From an optimization exercise on the open Yosys and OpenROAD flow, aimed at small area and a short achievable clock period; shortcuts taken in it are not production practice.
RTL that was checked went through simulation tests only; none was proved equivalent to the original.
No activity file was given, so power comes from the tool's default toggle rates.

build 72:
Design Main, start of the top module:
module Main(
    input clk,
    input [7:0] instruction,
    input reset,
    output [7:0] ReadAddress,
    output [6:0] seg_ten,
    output [6:0] seg_one,
    output led
    );
For scale: roughly 300 flip-flops, roughly 33 I/O pins.
make LEC_CHECK=0 CAP_MARGIN=20 CELL_PAD_IN_SITES_DETAIL_PLACEMENT=0 CELL_PAD_IN_SITES_GLOBAL_PLACEMENT=0 CORE_MARGIN=2 CORE_UTILIZATION=55 CTS_BUF_LIST=sky130_fd_sc_hd__clkbuf_8 CTS_CLUSTER_DIAMETER=100 CTS_CLUSTER_SIZE=12 SETUP_SLACK_MARGIN=2.3 SLEW_MARGIN=20 SYNTH_HIERARCHICAL=1 TNS_END_PERCENT=0 finish   # period 9.0 ns
run.sh (not shown) runs the stock make flow with config.mk's settings and CLKGATE_MAP_FILE= SYNTH_SCRIPT=/design/flow/synth_recipe.tcl, a recipe that flattens the netlist after the stock synthesis.
Build 72 ended with every stage complete and zero timing, DRC or antenna violations.
Input-level comparison between build 32 and build 72:
Settings: CELL_PAD_IN_SITES_DETAIL_PLACEMENT removed (was 0); PLACE_DENSITY newly set to 0.75; CELL_PAD_IN_SITES_GLOBAL_PLACEMENT removed (was 0).
Findings:
- Relative to build 72, the static leakage of build 32 is higher by 0.10 nW.
- Changes observed in build 32 relative to build 72: power per unit of standard cell area picked up an extra about 1.6%; share of power burned in combinational logic picked up an extra 0.8 points.
Edits applied to the flow inputs when going from build 32 to build 43:
Settings: a change of CAP_MARGIN from 20 to 0; a change of SLEW_MARGIN from 20 to 0; a deleted PLACE_DENSITY that had been 0.75.
--- outcome ---
In summary, build 43 completed successfully, with a layout that passed the timing, design-rule and antenna checks.
Compared to build 32, build 43 has worst relative slew slack 15 points lower.
Build 43 vs build 32 — part of the total power dissipated in combinational logic dropped 1.4 points.
Comparing build 43 and build 32, the higher peak ir drop on the vdd network is on build 43.
Higher met2 routing resource usage after global routing among build 43 and build 32: build 43
Build 43 against build 32: share of power burned in registers picked up an extra 1.1 points, final area moved down.
Register-to-register slack in build 43 is 1.39 ns higher than in build 32
Modified inputs, build 75 compared to build 43
Settings: CAP_MARGIN now 20, was 0; SETUP_SLACK_MARGIN now 2.5, was 2.3; TNS_END_PERCENT no longer set, was 0; SLEW_MARGIN now 20, was 0.
--- outcome ---
- Wire length of the first global-routing pass: build 75 and build 43 compared, lower one is build 43
- On summed area of non-filler cells in the final layout, build 75 does worse than build 43.
- Wire length the detailed router placed on met1 up 710 µm in build 75 wrt build 43
- Build 75 vs. build 43: design internal power has increased; critical path depth has increased.
#### Input delta (build 56 over build 75)
Settings: TNS_END_PERCENT now 0, previously not set; SETUP_SLACK_MARGIN now 1.6, was 2.5.
## What came out
In build 56, the first-pass GRT wire length came out about 9% below the value in build 75. Est. power | build 56 vs build 75 | build 56 lower. Combinational share of power in build 56 is 5.4 points below build 75. Going from build 75 to build 56, met1 usage in global routing fell by 0.92 points, design area saw a decrease, wire length fell by 4500 µm, average wire per standard cell went down, pin slew with the least headroom to its limit up 0.10 ns. Sort build 75 and build 56 by internal power of the cells desc -> top: build 75. Status: critical path required time parity (build 56, build 75). Diff build 56..build 75 | number of diodes added for antenna fixing | negligible.
Relative to build 56, the following input files were edited for build 74:
Settings: SLEW_MARGIN changed from 20 to 5; CORE_UTILIZATION changed from 55 to 50; CAP_MARGIN changed from 20 to 5; SETUP_SLACK_MARGIN changed from 1.6 to 2.3.
### Flow results
- Build 74 finished every step from synthesis to the final layout, and the layout passed the timing, design-rule and antenna checks.
- A main power-consuming group of combinational cells is what build 74 shows, while registers belongs to build 56.
- Per the comparison of build 74 with build 56, part of the total power dissipated in combinational logic increased by 4.9 points relative to the old numbers; area taken by multi-input logic gates increased by 6.4% relative to the old numbers; clock distribution area overhead in the final layout decreased by 0.18 points relative to the old numbers; fraction of area in multi-input gates decreased by 0.97 points relative to the old numbers.
- In the tables for build 74 and build 56, final weighted congestion of routability-driven global placement reads higher with build 74.
- Total power of build 74 is higher than that of build 56.
- Build 74 against build 56; number of well taps is up by a few percent.
- Worst setup slack in build 74 is 0.58 ns above build 56.


== alpha ==
The RTL this note starts from:
==> flow/design.v <==
`timescale 1ns / 1ps
module Main(
    input clk,
    input [7:0] instruction,
    input reset,
    output [7:0] ReadAddress,
    output [6:0] seg_ten,
    output [6:0] seg_one,
    output led
    );
  wire [1:0] op = instruction[7:6];
  wire [1:0] rs = instruction[5:4];
  wire [1:0] rt = instruction[3:2];
  wire [1:0] x  = instruction[1:0];
  wire [7:0] imm = {{7{x[1]}}, x[0]};
  wire is_add  = (op == 2'b00);
  wire is_lw   = (op == 2'b01);
  wire is_sw   = (op == 2'b10);
  wire is_jump = (op == 2'b11);
  wire [3:0] rsd = {rs == 2'd3, rs == 2'd2, rs == 2'd1, rs == 2'd0};
  wire [3:0] rtd = {rt == 2'd3, rt == 2'd2, rt == 2'd1, rt == 2'd0};
  reg [7:0] R0, R1, R2, R3;
  wire [7:0] A, B, HA;
  wire [3:0] LA;
  genvar b;
  generate
    for (b = 0; b < 8; b = b + 1) begin : rdport
      cpu_ao4 ua (.s(rsd), .d({R3[b], R2[b], R1[b], R0[b]}), .y(A[b]));
      cpu_ao4 ub (.s(rtd), .d({R3[b], R2[b], R1[b], R0[b]}), .y(B[b]));
      cpu_ao4 uh (.s(rsd), .d({R3[4:2] == b, R2[4:2] == b, R1[4:2] == b, R0[4:2] == b}), .y(HA[b]));
    end
    for (b = 0; b < 4; b = b + 1) begin : rdlo
      cpu_ao4 ul (.s(rsd), .d({R3[1:0] == b, R2[1:0] == b, R1[1:0] == b, R0[1:0] == b}), .y(LA[b]));
    end
  endgenerate
  wire [7:0] sum_ab, sum_ai;
  cpu_add8 u_addab (.a(A), .b(B), .s(sum_ab));      
  cpu_addimm u_addai (.a(A), .x(x), .s(sum_ai));    
  wire [3:0] xd = {x == 2'd3, x == 2'd2, x == 2'd1, x == 2'd0};
  wire [3:0] lo;
  cpu_ao4 u_lo0 (.s(xd), .d({LA[1], LA[2], LA[3], LA[0]}), .y(lo[0]));
  cpu_ao4 u_lo1 (.s(xd), .d({LA[2], LA[3], LA[0], LA[1]}), .y(lo[1]));
  cpu_ao4 u_lo2 (.s(xd), .d({LA[3], LA[0], LA[1], LA[2]}), .y(lo[2]));
  cpu_ao4 u_lo3 (.s(xd), .d({LA[0], LA[1], LA[2], LA[3]}), .y(lo[3]));
  wire c2;
  cpu_ao3 u_c2 (.s({x == 2'd3, x[1], x != 2'd0}), .d({LA[1], LA[2], LA[3]}), .y(c2));
  wire [7:0] hc0 = x[1] ? {HA[0], HA[7:1]} : HA;
  wire [7:0] hc1 = x[1] ? HA : {HA[6:0], HA[7]};
  wire [7:0] hi;
  generate
    for (b = 0; b < 8; b = b + 1) begin : hsel
      cpu_mux2 u (.s(c2), .a(hc0[b]), .b(hc1[b]), .y(hi[b]));
    end
  endgenerate
  wire [3:0] lo_sw = lo & {4{is_sw}};
  wire [31:0] mwe;
  genvar i, g;
  generate
    for (i = 0; i < 32; i = i + 1) begin : we
      assign mwe[i] = hi[i / 4] & lo_sw[i % 4];
    end
  endgenerate
  reg [7:0] M [0:31];
  reg [31:0] MV;                 
  wire [3:0] lo_lw = lo & {4{is_lw}};
  wire [7:0] rdm;
  wire written_lw;               
  generate
    for (b = 0; b < 9; b = b + 1) begin : rdmem
      wire [7:0] grp;
      for (g = 0; g < 8; g = g + 1) begin : gr
        if (b < 8) begin : d
          cpu_ao4 u (.s(lo), .d({M[4*g+3][b], M[4*g+2][b], M[4*g+1][b], M[4*g][b]}), .y(grp[g]));
        end else begin : v
          cpu_ao4 u (.s(lo_lw), .d(MV[4*g+3:4*g]), .y(grp[g]));
        end
      end
      if (b < 8) begin : o
        cpu_ao8 u (.s(hi), .d(grp), .y(rdm[b]));
      end else begin : ov
        cpu_ao8 u (.s(hi), .d(grp), .y(written_lw));
      end
    end
  endgenerate
  wire [4:0] addr = sum_ai[4:0];
  wire [7:0] init = {{4{addr[4] & (addr[3:0] != 4'd0)}},
                     addr[4] ? (4'd0 - addr[3:0]) : addr[3:0]};
  wire [7:0] other = is_lw ? init : (is_sw ? sum_ai : sum_ab);
  wire [7:0] W;
  cpu_wmux u_w (.rdm(rdm), .sel(written_lw), .other(other), .w(W));
  wire [3:0] rwe;
  assign rwe[0] = (is_add & (x == 2'd0)) | (is_lw & (rt == 2'd0));
  assign rwe[1] = (is_add & (x == 2'd1)) | (is_lw & (rt == 2'd1));
  assign rwe[2] = (is_add & (x == 2'd2)) | (is_lw & (rt == 2'd2));
  assign rwe[3] = (is_add & (x == 2'd3)) | (is_lw & (rt == 2'd3));
  always @(posedge clk or posedge reset) begin
    if (reset) begin
      R0 <= 8'd0; R1 <= 8'd0; R2 <= 8'd0; R3 <= 8'd0;
    end else begin
      if (rwe[0]) R0 <= W;
      if (rwe[1]) R1 <= W;
      if (rwe[2]) R2 <= W;
      if (rwe[3]) R3 <= W;
    end
  end
  generate
    for (i = 0; i < 32; i = i + 1) begin : mw
      always @(posedge clk)
        if (mwe[i]) M[i] <= B;
    end
  endgenerate
  always @(posedge clk or posedge reset) begin
    if (reset) MV <= 32'd0;
    else MV <= MV | mwe;
  end
  reg [7:0] PC;
  always @(posedge clk or posedge reset) begin
    if (reset) PC <= 8'd0;
    else PC <= PC + 8'd1 + (is_jump ? imm : 8'd0);
  end
  assign ReadAddress = PC;
  assign led = reset;
  cpu_seg7 u_ten (.v(W[7:4]), .seg(seg_ten));
  cpu_seg7 u_one (.v(W[3:0]), .seg(seg_one));
endmodule
module cpu_ao4(input [3:0] s, input [3:0] d, output y);
  assign y = |(s & d);
endmodule
module cpu_ao8(input [7:0] s, input [7:0] d, output y);
  assign y = |(s & d);
endmodule
module cpu_add8(input [7:0] a, input [7:0] b, output [7:0] s);
  assign s = a + b;
endmodule
module cpu_addimm(input [7:0] a, input [1:0] x, output [7:0] s);
  assign s = a + {{7{x[1]}}, x[0]};
endmodule
module cpu_ao3(input [2:0] s, input [2:0] d, output y);
  assign y = |(s & d);
endmodule
module cpu_mux2(input s, input a, input b, output y);
  assign y = s ? b : a;
endmodule
module cpu_wmux(input [7:0] rdm, input sel, input [7:0] other, output [7:0] w);
  assign w = sel ? rdm : other;
endmodule
module cpu_seg7(input [3:0] v, output reg [6:0] seg);
  always @* begin
    case (v)
      4'h0: seg = 7'b0111111;
      4'h1: seg = 7'b0000110;
      4'h2: seg = 7'b1011011;
      4'h3: seg = 7'b1001111;
      4'h4: seg = 7'b1100110;
      4'h5: seg = 7'b1101101;
      4'h6: seg = 7'b1111101;
      4'h7: seg = 7'b0000111;
      4'h8: seg = 7'b1111111;
      4'h9: seg = 7'b1101111;
      4'hA: seg = 7'b1110111;
      4'hB: seg = 7'b1011110;
      4'hC: seg = 7'b0111001;
      4'hD: seg = 7'b1001110;
      4'hE: seg = 7'b1111001;
      default: seg = 7'b1110001;
    endcase
  end
endmodule
clock: 9.0 ns
lec_check: 0
cap_margin: 20
core_margin: 2
core_utilization: 40
slew_margin: 20
synth_hierarchical: 1
alpha | stages: all done | timing, DRC, antenna: all pass
Relative to alpha, the following input files were edited for beta:
Settings: an added SETUP_SLACK_MARGIN of 3.0.
Findings:
Delta (beta minus alpha): number of iterations in the first detailed-routing pass stayed essentially flat, final worst-path cycle share fell by 15 points, routed wire length rose by about 23%. seg_ten[0] as the critical path capture point was reported by alpha, and seg_one[4] by beta. beta vs. alpha: post-synthesis to final-layout area growth up 11 points, overall power consumption up 0.87 mW. beta ends up with a clock-buffer cell count that is 3 higher than in alpha. When beta is set beside alpha, its post-route worst setup slack turns out to be 1.34 ns larger. Going from alpha to beta, the count of placed standard cells including taps was found to have gone down by 0.65%. Number of cells on the worst reg-to-reg path, beta and alpha: higher on beta.
Function was not checked in any run of this note: the RTL went through the layout flow alone.

[separate check: timing with driven ports]
In the flow no input, the clock included, has a driving cell. The finished layouts below were timed again as built, in two steps.
Step 1: set_driving_cell puts a clkbuf_16 on clk and a buf_2 on each other input, an assumption about the parent block.
Step 2 moves the port delays by t, midway between the first and last clock arrival at a register: inputs arrive t later, outputs are due t later. That takes back most of the time a late clock gives input paths.
a / b / c = ideal / step 1 / step 2; a / b = the first two.
run	t, ns	setup slack, ns	worst register clock-pin slew, ns
build 72	0.643	2.239 / 2.209 / 2.209	0.11 / 0.11
build 32	0.656	2.161 / 2.116 / 2.116	0.10 / 0.10
build 43	0.640	2.297 / 2.266 / 2.266	0.10 / 0.10
build 75	0.662	2.257 / 2.217 / 2.217	0.10 / 0.10
build 56	0.637	1.581 / 1.562 / 1.562	0.10 / 0.10
build 74	0.665	2.164 / 2.139 / 2.139	0.10 / 0.10
alpha	0.579	0.565 / 0.542 / 0.542	0.07 / 0.07
beta	0.572	1.906 / 1.855 / 1.855	0.06 / 0.06
After both steps setup and hold are still met in every run listed. The setup slack of beta, which loses most, moves by -0.051 ns with the drivers and by -0.051 ns with both steps.
